This design comes from an exercise in tuning for small area on the open sky130 flow, not from production work.
The RTL was checked by simulation tests, not by an equivalence proof against the original design.

==> inputs of job 2895 <==
// traffic_signal_control
module traffic_signal_control(clock, reset, emergent_control, vehicle_signal, pedestrian_signal, LCD_RS, LCD_RW, LCD_DATA);
input clock, reset;
input emergent_control;
output LCD_RS, LCD_RW;
output [7:0] LCD_DATA;
output reg [15:0] vehicle_signal;
output [7:0] pedestrian_signal;
parameter A     = 4'b0000,
          B     = 4'b0001,
          C     = 4'b0010,
          D     = 4'b0011,
          E     = 4'b0100,
          F     = 4'b0101,
          G     = 4'b0110,
          H     = 4'b0111,
          A1    = 4'b1000,
          A2    = 4'b1001,
          B1    = 4'b1010,
          C1    = 4'b1011,
          E1    = 4'b1100,
          E2    = 4'b1101,
          F1    = 4'b1110,
          G1    = 4'b1111;
reg [6:0] cl;        
reg [2:0] cb;        
reg [4:0] ca;        
reg [3:0] memory;    
reg [3:0] state;     
reg [3:0] pat;       
reg [3:0] green;     
reg [2:0] sec_t;
reg [3:0] sec_u;
reg [2:0] min_t;
reg [3:0] min_u;
reg [1:0] hr_t;
reg [3:0] hr_u;
wire day = (hr_t == 2'd0 && hr_u[3]) || hr_t == 2'd1 || (hr_t == 2'd2 && hr_u < 4'd3);
wire cl0  = (cl == 7'd0);
wire tick = cl0 && (cb != 3'd0 || ca != 5'd0);    
wire m500 = cl0 && (cb == 3'd0);                   
reg done;
always @(*) begin
    if (day)
        done = memory[0] ? (ca >= 5'd1) : (ca >= 5'd10);
    else
        done = memory[0] ? (ca >= 5'd2) : (ca >= 5'd20);
end
reg [3:0] next_state;
always @(*) begin
    if (day)
        case (memory)
            4'd0:  next_state = A;
            4'd1:  next_state = A1;
            4'd2:  next_state = D;
            4'd3:  next_state = A1;
            4'd4:  next_state = F;
            4'd5:  next_state = F1;
            4'd6:  next_state = E;
            4'd7:  next_state = E1;
            4'd8:  next_state = G;
            4'd9:  next_state = G1;
  ...
Settings: LEC_CHECK=0, CAP_MARGIN=20, CORE_MARGIN=2, CORE_UTILIZATION=40, CTS_BUF_LIST=sky130_fd_sc_hd__clkbuf_4, PLACE_DENSITY=0.6, SLEW_MARGIN=20; clock period 25.0 ns.
standard.sh (not shown) runs the stock make flow with config.mk's settings and CLKGATE_MAP_FILE= SYNTH_SCRIPT=/design/flow/synth_recipe.tcl, a recipe that flattens the netlist after the stock synthesis.
==> flow/flow/run.sh <==
#!/bin/bash
# Layout flow: the standard synthesis; then the combinational logic of its
# netlist re-mapped for area with ABC (every flip-flop instance kept as it is,
# and the result proven equal to the standard netlist, else the standard netlist
# is used); then the standard ORFS layout, with buf_1 as the port buffers.
# Each tool's output goes to a log file in the work folder.
set -uo pipefail
W=$(pwd)
R=$W/orfs/results/sky130hd/traffic_signal_control/base
bash standard.sh synth > synth.log 2>&1 || { echo "synthesis failed"; exit 1; }
cp $R/1_2_yosys.v std_netlist.v
if DSTIME=${DSTIME:-60} bash flow/resyn.sh std_netlist.v resyn_netlist.v resyn > resyn.log 2>&1; then
  cp resyn_netlist.v $R/1_2_yosys.v
  touch $R/1_2_yosys.v
  rm -f $R/1_synth.odb
fi
cat resyn.log
bash standard.sh finish "BUFFER_PORTS_ARGS=-buffer_cell sky130_fd_sc_hd__buf_1" > finish.log 2>&1 || { echo "layout failed"; tail -20 finish.log; exit 1; }
==> flow/flow/cutff.py <==
#!/usr/bin/env python3
# cutff.py IN.v OUT.v : replace every flip-flop instance of a mapped netlist by
# ports (its Q becomes an input, its D and reset pin become outputs), named by the
# instance's name, so that two netlists with the same flip-flops can be compared
# as combinational logic.  Prints the sorted instance names.
import re, sys
src = open(sys.argv[1]).read()
inst_re = re.compile(r'^\s*(sky130_fd_sc_hd__df\w+)\s+(\\\S+|\w+)\s*\((.*?)\);\s*$', re.M | re.S)
ffs = []
def repl(m):
    cell, name, body = m.group(1), m.group(2), m.group(3)
    pins = dict(re.findall(r'\.(\w+)\s*\(\s*(.*?)\s*\)\s*(?:,|$)', body, re.S))
    ffs.append((name, cell, pins))
    return ''
out = inst_re.sub(repl, src)
ffs.sort()
ports, decls = [], []
for i, (name, cell, pins) in enumerate(ffs):
    ports += ['ffq_%d' % i, 'ffd_%d' % i]
    decls.append('  input ffq_%d;\n  output ffd_%d;\n  assign %s = ffq_%d;\n  assign ffd_%d = %s;\n' % (i, i, pins['Q'] + ' ', i, i, pins['D'] + ' '))
    for p in sorted(pins):
        if p not in ('CLK', 'D', 'Q'):
            ports.append('ffr_%d_%s' % (i, p))
            decls.append('  output ffr_%d_%s;\n  assign ffr_%d_%s = %s;\n' % (i, p, i, p, pins[p] + ' '))
    ports.append('ffc_%d' % i)
    decls.append('  output ffc_%d;\n  assign ffc_%d = %s;\n' % (i, i, pins['CLK'] + ' '))
hdr = re.search(r'module\s+\w+\s*\((.*?)\);', out, re.S)
out = out[:hdr.end(1)] + ', ' + ', '.join(ports) + out[hdr.end(1):]
k = out.index(';', hdr.start()) + 1
out = out[:k] + '\n' + ''.join(decls) + out[k:]
open(sys.argv[2], 'w').write(out)
for name, cell, pins in ffs:
    print(name, cell)
==> flow/flow/resyn.sh <==
#!/bin/bash
# resyn.sh IN.v OUT.v LOGPREFIX : re-map the combinational logic of a mapped
# netlist for area, keeping every flip-flop instance as it is, and check the
# result against the input with a formal equivalence proof.
set -uo pipefail
IN=$1; OUT=$2; P=$3
LIB=${LIB:-/OpenROAD-flow-scripts/flow/platforms/sky130hd/lib/sky130_fd_sc_hd__tt_025C_1v80.lib}
DSTIME=${DSTIME:-30}
DONT=""
for c in sky130_fd_sc_hd__probe_p_8 sky130_fd_sc_hd__probec_p_8 sky130_fd_sc_hd__lpflow_bleeder_1 \
  sky130_fd_sc_hd__lpflow_clkbufkapwr_1 sky130_fd_sc_hd__lpflow_clkbufkapwr_16 sky130_fd_sc_hd__lpflow_clkbufkapwr_2 \
  sky130_fd_sc_hd__lpflow_clkbufkapwr_4 sky130_fd_sc_hd__lpflow_clkbufkapwr_8 sky130_fd_sc_hd__lpflow_clkinvkapwr_1 \
  sky130_fd_sc_hd__lpflow_clkinvkapwr_16 sky130_fd_sc_hd__lpflow_clkinvkapwr_2 sky130_fd_sc_hd__lpflow_clkinvkapwr_4 \
  sky130_fd_sc_hd__lpflow_clkinvkapwr_8 sky130_fd_sc_hd__lpflow_inputiso0n_1 sky130_fd_sc_hd__lpflow_inputiso0p_1 \
  sky130_fd_sc_hd__lpflow_inputiso1n_1 sky130_fd_sc_hd__lpflow_inputiso1p_1 sky130_fd_sc_hd__lpflow_isobufsrc_1 \
  sky130_fd_sc_hd__lpflow_isobufsrc_16 sky130_fd_sc_hd__lpflow_isobufsrc_2 sky130_fd_sc_hd__lpflow_isobufsrc_4 \
  sky130_fd_sc_hd__lpflow_isobufsrc_8 sky130_fd_sc_hd__lpflow_isobufsrckapwr_16 \
  sky130_fd_sc_hd__lpflow_lsbuf_lh_hl_isowell_tap_1 sky130_fd_sc_hd__lpflow_lsbuf_lh_hl_isowell_tap_2 \
  sky130_fd_sc_hd__lpflow_lsbuf_lh_hl_isowell_tap_4 sky130_fd_sc_hd__lpflow_lsbuf_lh_isowell_4 \
  sky130_fd_sc_hd__lpflow_lsbuf_lh_isowell_tap_1 sky130_fd_sc_hd__lpflow_lsbuf_lh_isowell_tap_2 \
  sky130_fd_sc_hd__lpflow_lsbuf_lh_isowell_tap_4; do DONT="$DONT -dont_use $c"; done
if [ -n "${ABCSCRIPT:-}" ]; then printf "%b\n" "$ABCSCRIPT" > $P.abc; else
cat > $P.abc <<EOA
strash
&get -n
&st
&deepsyn -T $DSTIME
&put
dch -f
amap
topo
EOA
fi
cat > $P.ys <<EOY
read_liberty -ignore_miss_func -ignore_miss_dir $LIB
read_verilog $IN
hierarchy -top traffic_signal_control
setattr -mod -set keep_hierarchy 1 sky130_fd_sc_hd__df*
flatten
opt_clean -purge
tee -o $P.before.txt stat -liberty $LIB
abc -liberty $LIB $DONT -script $P.abc
opt_clean -purge
setundef -zero
splitnets
opt_clean -purge
hilomap -singleton -hicell sky130_fd_sc_hd__conb_1 HI -locell sky130_fd_sc_hd__conb_1 LO
insbuf -buf sky130_fd_sc_hd__buf_1 A X
opt_clean -purge
tee -o $P.after.txt stat -liberty $LIB

select -module traffic_signal_control
write_verilog -noattr -nohex -nodec -selected $OUT
EOY
yosys -q -l $P.yosys.log $P.ys > /dev/null 2>&1 || { echo "resynthesis failed"; exit 1; }
# equivalence: flip-flops cut into ports by name, combinational logic proven equal
D=$(dirname "$0")
python3 $D/cutff.py $IN $P.gold_cut.v > $P.gold_ff.txt || exit 2
python3 $D/cutff.py $OUT $P.gate_cut.v > $P.gate_ff.txt || exit 2
cmp -s $P.gold_ff.txt $P.gate_ff.txt || { echo "flip-flops differ"; exit 2; }
cat > $P.eq.ys <<EOY
read_liberty -ignore_miss_func -ignore_miss_dir $LIB
read_verilog $P.gold_cut.v
rename traffic_signal_control gold
read_verilog $P.gate_cut.v
rename traffic_signal_control gate
flatten gold gate
miter -equiv -flatten -make_assert gold gate miter
hierarchy -top miter
sat -verify -prove-asserts miter
EOY
yosys -l $P.eq.log $P.eq.ys > /dev/null 2>&1 || { echo "equivalence NOT proven"; exit 2; }
grep -q "SAT proof finished - no model found: SUCCESS" $P.eq.log || { echo "equivalence NOT proven"; exit 2; }
echo "resynthesis ok, equivalence proven"
grep "Chip area" $P.before.txt $P.after.txt
==> job 9155: changes against job 2895 <==
==> flow/run.sh (new file) <==
#!/bin/bash
# synth_recipe.tcl (not shown) runs the flow's synth.tcl, then flattens the netlist and writes it again
# the make line also repeats each setting of config.mk as NAME=value (left out here)
make -C /OpenROAD-flow-scripts/flow DESIGN_CONFIG=/design/flow/config.mk WORK_HOME=/design/flow/orfs CLKGATE_MAP_FILE= SYNTH_SCRIPT=/design/flow/synth_recipe.tcl finish
removed: flow/flow/run.sh
removed: flow/flow/cutff.py
removed: flow/flow/resyn.sh
removed: flow/standard.sh
==> out/metrics.cfg <==
[setup_path]
crit_path_end = vehicle_signal[3]

[timing]
relSlewSlack = 0.391
max_freq_mhz = 138
layout_min_cycle_time_ns = 7.24

[detailed_routing]
drtIter0Drc = 232
wl_per_cell_um = 14.9
vias = 3934

[pwr]
seq_power_share = 0.640
power_frac_comb = 0.013

[placed_design]
place_inst = 691

[run_status]
status = finished clean

[layout]
multiInputGateArea_sq_um = 2620
buf_share = 0.0700

[synth]
synth_fp_nets = 568

[grt]
grt_use_total = 0.177

[end of results for job 9155]
==> out/metrics.cfg <==
[pwr]
seq_power_share = 0.607
power_frac_comb = 0.012

[timing]
relSlewSlack = 0.409
max_freq_mhz = 144
layout_min_cycle_time_ns = 6.95

[placed_design]
place_inst = 595

[detailed_routing]
vias = 3317
wl_per_cell_um = 13.5
drtIter0Drc = 144

[run_status]
status = finished clean

[setup_path]
crit_path_end = pedestrian_signal[6]

[grt]
grt_use_total = 0.183

[layout]
multiInputGateArea_sq_um = 1580

[end of results for job 2895]

-- re-timing with driven ports --
In the flow no input, the clock included, has a driving cell. The finished layouts below were timed again as built, in two steps.
Step 1 assumes that a clkbuf_16 drives the clock port and a buf_2 every other input.
Step 2 moves the port delays by t, midway between the first and last clock arrival at a register: inputs arrive t later, outputs are due t later. That takes back most of the time a late clock gives input paths.
Three values: ideal, step 1, step 2; two values: the first two.
| run | t (ns) | setup slack, ns | worst data-port slew with drivers (ns) |
|---|---|---|---|
| job 2895 | 0.432 | 18.050 / 18.019 / 18.451 | 0.02 |
| job 9155 | 0.469 | 17.760 / 17.728 / 18.197 | 0.02 |
After both steps every run listed still meets setup and hold.
